Source: an optimization exercise on an open RTL-to-GDS flow (aim: small area). Production flows keep margins and buffers that such runs may drop. In this exercise RTL edits were held to simulation tests only and were not proved equivalent to the original. No activity file was given, so power comes from the tool's default toggle rates.

--- flow/design.v ---
module alu_design #(parameter W = 8)(
    input clk, rst, mode, ce, cin,
    input [1:0] inp_valid,
    input [7:0] opa, opb,
    input [3:0] cmd,
    output reg err, ov, cout, g, l, e,
    output reg [15:0] res
);
parameter INV_INP = 2'b00, OPA_VALID = 2'b01, OPB_VALID = 2'b10, OPA_AND_OPB_VALID = 2'b11;
reg [7:0] opa_p, opb_p;
reg [3:0] cmd_p;
reg [1:0] valid_p;
reg mode_p, cin_p;
reg [15:0] res_p;
reg cout_p, ov_p, g_p, l_p, e_p, err_p;
always @(posedge clk or posedge rst) begin
    if (rst) begin
        opa_p <= 0;
        opb_p <= 0;
        cmd_p <= 0;
        valid_p <= 0;
        cin_p <= 0;
        mode_p <= 0;
    end else if (ce) begin
        opa_p <= opa;
        opb_p <= opb;
        cmd_p <= cmd;
        valid_p <= inp_valid;
        cin_p <= cin;
        mode_p <= mode;
    end
end
always @(*) begin
    res_p = 0;
    err_p = 0;
    cout_p = 0;
    ov_p = 0;
    g_p = 0;
    l_p = 0;
    e_p = 0;
    if (ce) begin
        if (mode_p == 1) begin
            case (valid_p)
                INV_INP: begin
                    res_p = 0;
                    err_p = 1;
                end
                OPA_VALID: begin
                    case (cmd_p)
                        4'b0100: begin
                            res_p = opa_p + 1;
                            cout_p = res_p[8];
                        end
                        4'b0101: begin
                            res_p = opa_p - 1;
                            ov_p = res_p[8];
                        end
                        default: err_p = 1;
                    endcase
                end
                OPB_VALID: begin
                    case (cmd_p)
                        4'b0110: begin
                            res_p = opb_p + 1;
                            cout_p = res_p[8];
                        end
                        4'b0111: begin
                            res_p = opb_p - 1;
                            ov_p = res_p[8];
                        end
                        default: err_p = 1;
                    endcase
                end
                OPA_AND_OPB_VALID: begin
                    case (cmd_p)
                        4'b0000: begin
                            res_p = opa_p + opb_p;
                            cout_p = res_p[8];
                        end
                        4'b0001: begin
                            res_p = opa_p - opb_p;
                            ov_p = res_p[8];
                        end
                        4'b0010: begin
                            res_p = opa_p + opb_p + cin_p;
                            cout_p = res_p[8];
                        end
                        4'b0011: begin
                            res_p = opa_p - opb_p - cin_p;
                            ov_p = res_p[8];
                        end
                        4'b1000: begin
                            g_p = (opa_p > opb_p);
                            l_p = (opa_p < opb_p);
                            e_p = (opa_p == opb_p);
                        end
                        4'b1001: begin
                            res_p = (opa_p + 1) * (opb_p + 1);
                        end
                        4'b1010: begin
                            res_p = (opa_p << 1) * opb_p;
                        end
                        4'b1011: begin
                            res_p = $signed(opa_p) + $signed(opb_p);
                            ov_p = (($signed(opa_p) > 0) && ($signed(opb_p) > 0) && ($signed(res_p[7:0]) < 0)) ||
                                   (($signed(opa_p) < 0) && ($signed(opb_p) < 0) && ($signed(res_p[7:0]) > 0));
                        end
                        4'b1100: begin
                            res_p = $signed(opa_p) - $signed(opb_p);
                            ov_p = (($signed(opa_p) > 0) && ($signed(opb_p) < 0) && ($signed(res_p[7:0]) < 0)) ||
                                   (($signed(opa_p) < 0) && ($signed(opb_p) > 0) && ($signed(res_p[7:0]) > 0));
                        end
                        default: err_p = 1;
                    endcase
                end
                default: err_p = 1;
            endcase
        end else begin
            case (valid_p)
                INV_INP: begin
                    res_p = 0;
                    err_p = 1;
                end
                OPA_VALID: begin
                    case (cmd_p)
                        4'b0110: res_p = ~opa_p;
                        4'b1000: res_p = opa_p >> 1;
                        4'b1001: res_p = opa_p << 1;
                        default: err_p = 1;
                    endcase
                end
                OPB_VALID: begin
                    case (cmd_p)
                        4'b0111: res_p = ~opb_p;
                        4'b1010: res_p = opb_p >> 1;
                        4'b1011: res_p = opb_p << 1;
                        default: err_p = 1;
                    endcase
                end
                OPA_AND_OPB_VALID: begin
                    case (cmd_p)
                        4'b0000: res_p = opa_p & opb_p;
                        4'b0010: res_p = opa_p | opb_p;
                        4'b0001: res_p = ~(opa_p & opb_p);
                        4'b0011: res_p = ~(opa_p | opb_p);
                        4'b0100: res_p = opa_p ^ opb_p;
                        4'b0101: res_p = ~(opa_p ^ opb_p);
                        4'b1100: begin
                            if (|opb_p[7:4]) err_p = 1;
                            else res_p = (opa_p << opb_p[2:0]) | (opa_p >> (8 - opb_p[2:0]));
                        end
                        4'b1101: begin
                            if (|opb_p[7:4]) err_p = 1;
                            else res_p = (opa_p >> opb_p[2:0]) | (opa_p << (8 - opb_p[2:0]));
                        end
                        default: err_p = 1;
                    endcase
                end
                default: err_p = 1;
            endcase
        end
    end
end
always @(posedge clk or posedge rst) begin
    if (rst) begin
        res <= 0;
        cout <= 0;
        ov <= 0;
        g <= 0;
        l <= 0;
        e <= 0;
        err <= 0;
    end else if (ce) begin
        res <= res_p;
        cout <= cout_p;
        ov <= ov_p;
        g <= g_p;
        l <= l_p;
        e <= e_p;
        err <= err_p;
    end
end
endmodule
--- flow/run.sh ---
#!/bin/bash
# synth_recipe.tcl (not shown) runs the flow's synth.tcl, then flattens the netlist and writes it again
# the make line also repeats each setting of config.mk as NAME=value (left out here)
make -C /OpenROAD-flow-scripts/flow DESIGN_CONFIG=/design/flow/config.mk WORK_HOME=/design/flow/orfs CLKGATE_MAP_FILE= SYNTH_SCRIPT=/design/flow/synth_recipe.tcl finish
--- flow/config.mk ---
export PLATFORM = sky130hd
export DESIGN_NAME = alu_design
export DESIGN_NICKNAME = alu_design
export VERILOG_FILES = /design/flow/design.v
export SDC_FILE = /design/flow/constraint.sdc
export NUM_CORES = 4
export LEC_CHECK = 0
export CAP_MARGIN = 20
export CORE_MARGIN = 2
export CORE_UTILIZATION = 40
export SLEW_MARGIN = 20
--- flow/constraint.sdc ---
create_clock -name core_clock -period 7.0 [get_ports {clk}]
set_input_delay 1.4000 -clock core_clock [delete_from_list [all_inputs] [get_ports {clk}]]
set_output_delay 1.4000 -clock core_clock [all_outputs]
set_load 0.01 [all_outputs]
==> notes.md <==
-- critical path: cells and delay by family, from the launching register on --
family          cells  cell delay [ps]
simple gates        4              650
compound gates      5             1070
xor+xnor            2             1010
flops               1              510
buf+inv             4              560
fa+ha+maj           5             2430
-- state kept, by name, summed over array words and instances, names as in the netlist --
signal   cells
cin_p        1
cmd_p        4
cout         1
e            1
err          1
g            1
l            1
mode_p       1
opa_p        8
opb_p        8
ov           1
res         16
valid_p      2
-- cells in the final DEF, fill, tap and decap left out, drive strengths merged, types with 16 or more instances in the layout --
master	count
a21oi	66
buf	43
xnor2	54
o22ai	27
nor2b	16
nand3	36
nand2b	23
inv	160
a221oi	20
xor2	22
nor2	176
nand2	141
ha	100
fa	86
clkdlybuf4s50	47
nor3	29
dfrtp	46
o21ai	76
mux2i	23
-- per-layer routing --
| metal | routed length, um | up-vias | track usage (%) |
|---|---|---|---|
| met5 | 0 | - | 0 |
| met4 | 2600 | 0 | 16.0 |
| met3 | 4670 | 155 | 5.86 |
| met2 | 19800 | 756 | 49.2 |
| met1 | 18100 | 5544 | 42.0 |
| li1 | - | 5111 | - |
-- cell families after synthesis --
kind of cell             share of synthesized area, %
adder cells (fa/ha/maj)                          26.8
AO/OA/AOI/OAI                                    22.4
AND/OR/NAND/NOR                                  20.9
XOR/XNOR                                         6.21
buffers and inverters                            8.97
flip-flops                                       10.4
multiplexers                                     4.31
-- power by group through the flow --
| stage | clock network [mW] | logic (mW) | registers (mW) |
|---|---|---|---|
| finish | 0.270 | 2.30 | 0.339 |
| detailed placement | 0 | 2.26 | 0.341 |
| global placement | 0 | 2.25 | 0.341 |
| floorplan | 0 | 1.54 | 0.322 |
| global route | 0.282 | 2.52 | 0.342 |
| CTS | 0.272 | 2.27 | 0.336 |
-- area by class of cell --
type | instances | area (um2)
repair buffers | 90 | 791
flip-flops and latches | 46 | 1150
well taps | 372 | 465
multi-input cells | 1160 | 8940
inverters | 166 | 623
clock inverters | 1 | 8.76
clock buffers | 7 | 143
fillers | 2767 | 15000
-- path summary, 6_finish.rpt --
| path | from | endpoint | depth (start not counted) |
|---|---|---|---|
| hold reg to reg | res[14] | res[14] | 1 |
| min in group asynchronous | rst | ov | 3 |
| setup / recovery | opb_p[4] | res[12] | 20 |
| max in group asynchronous | rst | res[10] | 3 |
| hold / removal | res[14] | res[14] | 1 |
| setup reg to reg | opb_p[4] | res[12] | 20 |
==> notes.md <==
- Grt total ovfl: 0
- Number of hold buffers added after CTS: 0
- Crit-path max FO: 12
- Initial antenna violation count: 1
- Placed inst area: 12000 um2
- Clk root buf: clkbuf_16
- Worst rel slew slack: 28.9%
- Comb pwr share: between 70 and 80%
- Minimum clock period: 6360 ps
- Worst slack, placed: slightly above 800 ps
- Leading area contributor after synthesis: fa_1
- Net Sw Frac: 56.4%
- Fin. Hold Viols: 0
- Sequential area share after synthesis: around a tenth
- Synth Cell Area: roughly 11000 um2
- Initial drt markers: 1641
- Cell variety after synth: 86
- Worst-path clk slew: approximately 70 ps
- Cts repair resizes: 0
- Flop pwr share: a little under an eighth
- Data required time of the worst path: approximately 7200 ps
- Internal power: roughly 1.3 mW
- Total die area: just under 30000 um2
- RSZ-0062 raised after global routing: no
- Worst hold path class: reg2reg
- Fin util: around 45%
- H-Tree Depth: 2
- Placed cells: between 1500 and 2000
- Crit path kind: reg2reg
- Worst reg2reg setup slack: between 600 and 700 ps
- CTS max path bufs: 2
- Total track usage: between 30% and 40%
- Fin crit share: between 90% and 100%
- Area Growth Syn to Fin: 9.39%
- Final Instance Count excl. Fillers: 1842
- Synth warnings: 1
- Design area: 12100 um2
- Clock Skews: between 15 and 20 ps
- Routed WL per cell: between 20 and 25 um
- Vias: ~12000
- Nets@finish: 1682
- Min Hold Slack: ~490 ps
- Number of buffers created by CTS: 5
- Rows: 60
- Pwr Total: roughly 2.9 mW
- Largest cells by area after synthesis: fa_1, ha_1, dfrtp_1
- Vias in the first global route: 11200
- Worst Path Arrival: roughly 6600 ps
- Dpl hpwl: about 35000 um
- Critical path endpoint category: flip-flop
- Final Max Tran Viols: 0
- Post-synth EDFFs: 0
- Crit path cell chain: inv_1, nor3_1, xnor2_1, or2_2, fa_1, fa_1, inv_1, fa_1, inv_1, fa_1, inv_1, ha_1, nand3_1, o211ai_1, o41ai_1, xor2_1, o22ai_1, nor3_1, o21ai_0, a22o_1
- Post-Synthesis Cells: roughly 1500
- Worst stage delay on the critical path: around 800 ps
- Largest net degree at the start of global routing: 53
- Post-route setup slack: between 600 and 700 ps
- DIE HEIGHT: approximately 170 um
- Status: timing/DRC/antenna clean
- Clock power frac: under 10%
- Slew @ Worst Pin: roughly 1100 ps
- Layout cells sized above 1: about 6.5%
- Power Density: between 200 and 250 nW/um2
- Peak supply drop: roughly 0.00014 V
- Initial Utilization: slightly above 40%
- Most common library cells after synthesis: nor2_1, inv_1, nand2_1, ha_1, fa_1
- Final WL: about 45000 um
- First-pass GRT wire length: between 60000 and 70000 um
- Setup_tns: 0 ps
- Crit path max-delay cell type: xnor2_1
- Gp weighted congestion: 1.04
- #FFs+latches synth: 46
- Post-Syn Nets: roughly 1700
- Final ANT Viol Nets: 0
- Asr flop ratio synth: 100%
- Core footprint: 27100 um2
- Setup Fix Bufs, Post-CTS: 0
- Vias/cell: 6.28
- P_sw: ~1.6 mW
- Synthesized area per cell: about 7.6 um2
- Ys flop type: dfrtp_1
- Worst skew pair latency: about 330 ps
- Max Cap Viol: 0
- Port-buffer cells: 48
- Final setup fails: 0
- CTS tree: built
- # clock sinks: 46
- Count leader, synth: nor2_1
- Upper clock frequency limit: approximately 160 MHz
- # diodes: 0
- Die Width: approximately 170 um
- Crit start category: flip-flop
- Leakage: between 5 and 6 nW
- Yosys top cell area share: approximately 16%
- DRC: 0
- Ports: 49
- Drt first pass iters: 6

re-timing with driven ports:
No port has a modelled driver above. Below, the same layout with a new extraction and two added sets of constraints.
Step 1: set_driving_cell puts a clkbuf_16 on clk and a buf_2 on each other input, an assumption about the parent block.
Step 2 times the ports against the registers' clock, not the clock port: input delays grow and output delays shrink by t, the midpoint of the rising clock arrivals with the driver on.
Three values: ideal ports, drivers, drivers and shift; two values: the first two.
t (ns): 0.364
slack for setup (ns): 0.645 / 0.645 / 0.645
worst setup path at the end: register to register
worst data-port slew with drivers (ns): 0.04
After both steps setup and hold are still met in this run. The setup slack of this run moves by 0.000 ns with the drivers and by 0.000 ns with both steps.
